Context: an optimization exercise on an open-source flow, tuned for small area. The choices shown serve that exercise and are no tape-out recipe. Only simulation tests tie the RTL to the original design; equivalence was not proved. Power is estimated from default activity; no workload was simulated.

==> build 10 <==
## mq
module mq
     (  
	   MQ_out,
	   word_last_flag,
	   stop,
	   data_valid_pass_reg,
	   flush_over,
	   word_last_valid,
	   bit_enough_to_bpc,
	   one_codeblock_over,
	   PCXD,
	   flush,
	   clk,
	   rst,
	   rst_syn,
	   start_aga,
	   song_require,
	   block_all_bp_over);
output [15:0]MQ_out;  
output word_last_flag;
output stop;
output[1:0] data_valid_pass_reg;
output flush_over;
output[1:0]word_last_valid;
output bit_enough_to_bpc;
output one_codeblock_over;
input[7:0] PCXD;
input flush;           	
input clk,rst;
input rst_syn;
input start_aga;
input [13:0]song_require;
input block_all_bp_over;
reg flush_reg;
always @(posedge clk)
 if(!rst)
   flush_reg<=1'b0;
 else if(rst_syn)
	flush_reg<=1'b0;
 else if(start_aga) 
   flush_reg<=1'b0;
 else
   flush_reg<=flush;
reg[7:0] PCXD_reg;
always @(posedge clk)
 if(!rst)
	PCXD_reg<=8'b0;
  else if(rst_syn)
	PCXD_reg<=8'b0;
 else if(start_aga) begin
   PCXD_reg<=8'b0;
 end
 else
   PCXD_reg<=PCXD;
wire shift_judge_stop_end;
wire D=PCXD_reg[0];
wire[4:0]CX=PCXD_reg[5:1];
wire[1:0]pass=PCXD_reg[7:6];   
wire start_MQ=(pass==2'b00)? shift_judge_stop_end:1;
reg[4:0] cx_delay_for_stop;
reg[1:0] count_stop;
always @(posedge clk) begin
  if(!rst) begin
    cx_delay_for_stop <=5'b0;
  end
  else if(rst_syn)begin
	cx_delay_for_stop <=5'b0;
  end
  else if(start_aga) begin
    cx_delay_for_stop <=5'b0;
  end
  else if( flush_over==1'b1) begin
    cx_delay_for_stop <=5'b0;
  end
  else if(count_stop==1'b1) begin
    cx_delay_for_stop <= CX;
  end
end
parameter ind_cx0=6,
          ind_cx1=8,
  ...
==> flow/config.mk <==
export PLATFORM = sky130hd
export DESIGN_NAME = mq
export DESIGN_NICKNAME = mq
export VERILOG_FILES = /design/flow/design.v
export SDC_FILE = /design/flow/constraint.sdc
export NUM_CORES = 4
export LEC_CHECK = 0
export ABC_AREA = 1
export CAP_MARGIN = 20
export CORE_MARGIN = 2
export CORE_UTILIZATION = 45
export CTS_CLUSTER_DIAMETER = 120
export CTS_CLUSTER_SIZE = 30
export PLACE_DENSITY = 0.6
export SLEW_MARGIN = 20
==> flow/constraint.sdc <==
create_clock -name core_clock -period 12.0 [get_ports {clk}]
set_input_delay 2.4000 -clock core_clock [delete_from_list [all_inputs] [get_ports {clk}]]
set_output_delay 2.4000 -clock core_clock [all_outputs]
set_load 0.01 [all_outputs]
run.sh (not shown) runs the stock make flow with config.mk's settings and CLKGATE_MAP_FILE= SYNTH_SCRIPT=/design/flow/synth_recipe.tcl, a recipe that flattens the netlist after the stock synthesis.
==> build 13 (differences from build 10) <==
Settings changed: CORE_UTILIZATION 45 to 70, CTS_CLUSTER_DIAMETER 120 to 100, CTS_CLUSTER_SIZE 30 to 25, PLACE_DENSITY 0.6 to 0.8.
==> results.txt <==
quantity                                                                build 10        build 13
Max layer used                                                              met5            met4
Iter 0 DRT Violations                                                       4350            6969
Routed metal-1 wire length                                              72300 um        56700 um
Final weighted congestion in routability-driven placement                  0.973            1.08
Result of the run                                                 finished clean  finished clean
Worst slack at placement                                                 3560 ps         3550 ps
Combinational share of power                                                3.3%            3.2%
Fin crit share                                                             76.1%           78.1%
Clk pwr                                                                  1.58 mW         1.60 mW
CTS buffer count                                                              36              41
Proportion of cell area occupied by multi-input gates                      48.3%           48.8%
Count of fill cells added during filler insertion                          10423            4937
Total length of routed wires                                           166000 um       156000 um
Worst Path Buf+Inv                                                             8               4
Total of plain and repair buffers excluding clock buffers                     97              93
Number of cells traversed by the worst register-to-register path              23              24
Worst Path Max Fanout                                                         33              15

========
==> zinc: inputs <==
mq, a different RTL version from the one above (not shown whole).
## mq
module mq
     (  
	   MQ_out,
	   word_last_flag,
	   stop,
	   data_valid_pass_reg,
	   flush_over,
	   word_last_valid,
	   bit_enough_to_bpc,
	   one_codeblock_over,
	   PCXD,
	   flush,
	   clk,
	   rst,
	   rst_syn,
	   start_aga,
	   song_require,
	   block_all_bp_over);
output [15:0]MQ_out;  
output word_last_flag;
output stop;
output[1:0] data_valid_pass_reg;
output flush_over;
output[1:0]word_last_valid;
output bit_enough_to_bpc;
output one_codeblock_over;
input[7:0] PCXD;
input flush;           	
input clk,rst;
input rst_syn;
input start_aga;
input [13:0]song_require;
input block_all_bp_over;
reg flush_reg;
always @(posedge clk)
 if(!rst)
   flush_reg<=1'b0;
 else if(rst_syn)
	flush_reg<=1'b0;
 else if(start_aga) 
   flush_reg<=1'b0;
 else
   flush_reg<=flush;
reg[7:0] PCXD_reg;
always @(posedge clk)
 if(!rst)
	PCXD_reg<=8'b0;
  else if(rst_syn)
	PCXD_reg<=8'b0;
 else if(start_aga) begin
   PCXD_reg<=8'b0;
 end
 else
   PCXD_reg<=PCXD;
wire shift_judge_stop_end;
wire D=PCXD_reg[0];
wire[4:0]CX=PCXD_reg[5:1];
wire[1:0]pass=PCXD_reg[7:6];   
wire start_MQ=(pass==2'b00)? shift_judge_stop_end:1;
reg[4:0] cx_delay_for_stop;
reg[1:0] count_stop;
always @(posedge clk) begin
  if(!rst) begin
  ...
export LEC_CHECK = 0
export ABC_AREA = 1
export CAP_MARGIN = 20
export CORE_MARGIN = 2
export CORE_UTILIZATION = 45
export CTS_CLUSTER_DIAMETER = 80
export CTS_CLUSTER_SIZE = 18
export PLACE_DENSITY = 0.6
export SLEW_MARGIN = 20
create_clock -name core_clock -period 12.0 [get_ports {clk}]
==> xenon (differences from zinc) <==
--- a/flow/design.v
+++ b/flow/design.v
@@ -1499,42 +1499,30 @@
   end
   else if(ca_act) begin
     if(ca_sp) begin cache_flag_sp<=ca_nflag; if(ca_ld) cache_sp<=ca_data; end
     if(ca_mrp) begin cache_flag_mrp<=ca_nflag; if(ca_ld) cache_mrp<=ca_data; end
     if(ca_cp) begin cache_flag_cp<=ca_nflag; if(ca_ld) cache_cp<=ca_data; end
   end
 reg [2:0]sel3;
 reg [15:0]data_to_fifo;
+wire dm_sp=en_sp||flush_en_delay4_3;
+wire dm_mrp=(!dm_sp)&&(en_mrp||flush_en_delay4_7);
+wire dm_cp=(!dm_sp)&&(!dm_mrp)&&(en_cp||flush_en_delay4_11);
+wire [7:0] dm_cache=({8{dm_sp}}&cache_sp)|({8{dm_mrp}}&cache_mrp)|({8{dm_cp}}&cache_cp);
 always @(*)
-  if(en_sp||flush_en_delay4_3)
-    case(sel3)  
-      0:data_to_fifo={B_to_fifo,cache_sp};
+  if(dm_sp||dm_mrp||dm_cp)
+    case(sel3)
+      0:data_to_fifo={B_to_fifo,dm_cache};
       1:data_to_fifo={B1_reg,B_to_fifo};
-      2:data_to_fifo={8'b0,cache_sp};
+      2:data_to_fifo={8'b0,dm_cache};
       3:data_to_fifo={8'b0,B_to_fifo};
       default:data_to_fifo=16'b0;
     endcase
-  else if(en_mrp||flush_en_delay4_7)
-    case(sel3)  
-      0:data_to_fifo={B_to_fifo,cache_mrp};
-      1:data_to_fifo={B1_reg,B_to_fifo};
-      2:data_to_fifo={8'b0,cache_mrp};
-      3:data_to_fifo={8'b0,B_to_fifo};
-      default:data_to_fifo=16'b0;
-    endcase
-  else if(en_cp||flush_en_delay4_11)
-    case(sel3)  
-      0:data_to_fifo={B_to_fifo,cache_cp};
-      1:data_to_fifo={B1_reg,B_to_fifo};
-      2:data_to_fifo={8'b0,cache_cp};
-      3:data_to_fifo={8'b0,B_to_fifo};
-      default:data_to_fifo=16'b0;
-    endcase
-  else 
+  else
      data_to_fifo=16'b0;
 reg [15:0] MQ_out; 
 always @(posedge clk)
   if(!rst)
      MQ_out<=16'b0;
   else if(rst_syn)
 	MQ_out<=16'b0;
   else if(start_aga) 
CTS_CLUSTER_DIAMETER = 100   (was 80)
CTS_CLUSTER_SIZE = 25   (was 18)
==> results.txt <==
| metric | zinc | xenon |
|---|---|---|
| Drt total wl | 169100 um | 167500 um |
| Non-filler instance count after layout | 7734 | 7721 |
| Setup slack of the critical path after layout | 1.542 ns | 2.773 ns |
| Outcome | no timing/DRC/antenna violations | no timing/DRC/antenna violations |
| Half-perimeter wire length after detailed placement | 125300 um | 123100 um |
| Fraction of post-synthesis cell area in the top cell type by area | 37.58% | 37.74% |
| Pre-CTS setup slack | 2.440 ns | 3.530 ns |
| Critical path peak fanout | 34 | 26 |
| Area of all placed cells without fillers | 48590 sq um | 48030 sq um |
| Slew @ Worst Pin | 1.276 ns | 1.030 ns |
| Endpoint of the worst hold-timing path | cache_sp[5] | cache_sp[6] |
| Met1 routing resource usage after global routing | 41.84% | 44.56% |
| Capture instance of the worst register-to-register path | C_mrp[6] | index_cx4_sp[3] |
| Chip height | 321.8 um | 321.1 um |
| Global Route Usage Sum | 31.93% | 31.50% |
| Fraction of layout instances using a drive strength above 1 | 4.709% | 3.893% |
| Synth-to-Final Area Change | 6.921% | 6.156% |

-- port drivers added, routing unchanged --
The results above use ideal ports. As a check the final layouts listed here were re-extracted and re-timed, cells and wires unchanged. Step 1 (the two cells are an assumption about what drives the block):
set clk [get_ports {clk}]
set_driving_cell -lib_cell sky130_fd_sc_hd__clkbuf_16 $clk
set_driving_cell -lib_cell sky130_fd_sc_hd__buf_2 [delete_from_list [all_inputs] $clk]
Step 2, shift: input delay + t, output delay - t, t = (earliest + latest rising clock arrival at the registers) / 2. This alone moves slack from input paths to output paths. Slacks: no drivers / after step 1 / after step 2; pairs: no drivers / after step 1.
run	t, ns	slack for setup (ns)	hold slack, ns	slew at the worst register clock pin (ns)	pins driven straight from the clock port
build 10	0.713	2.868 / 2.799 / 3.512	0.460 / 0.460 / 0.460	0.13 / 0.13	1
build 13	0.698	2.622 / 2.559 / 3.256	0.459 / 0.459 / 0.459	0.11 / 0.11	1
zinc	0.772	1.542 / 1.469 / 2.241	0.447 / 0.447 / 0.447	0.09 / 0.09	1
xenon	0.730	2.773 / 2.696 / 3.426	0.452 / 0.452 / 0.452	0.11 / 0.11	1
After both steps setup and hold are still met in every run listed.
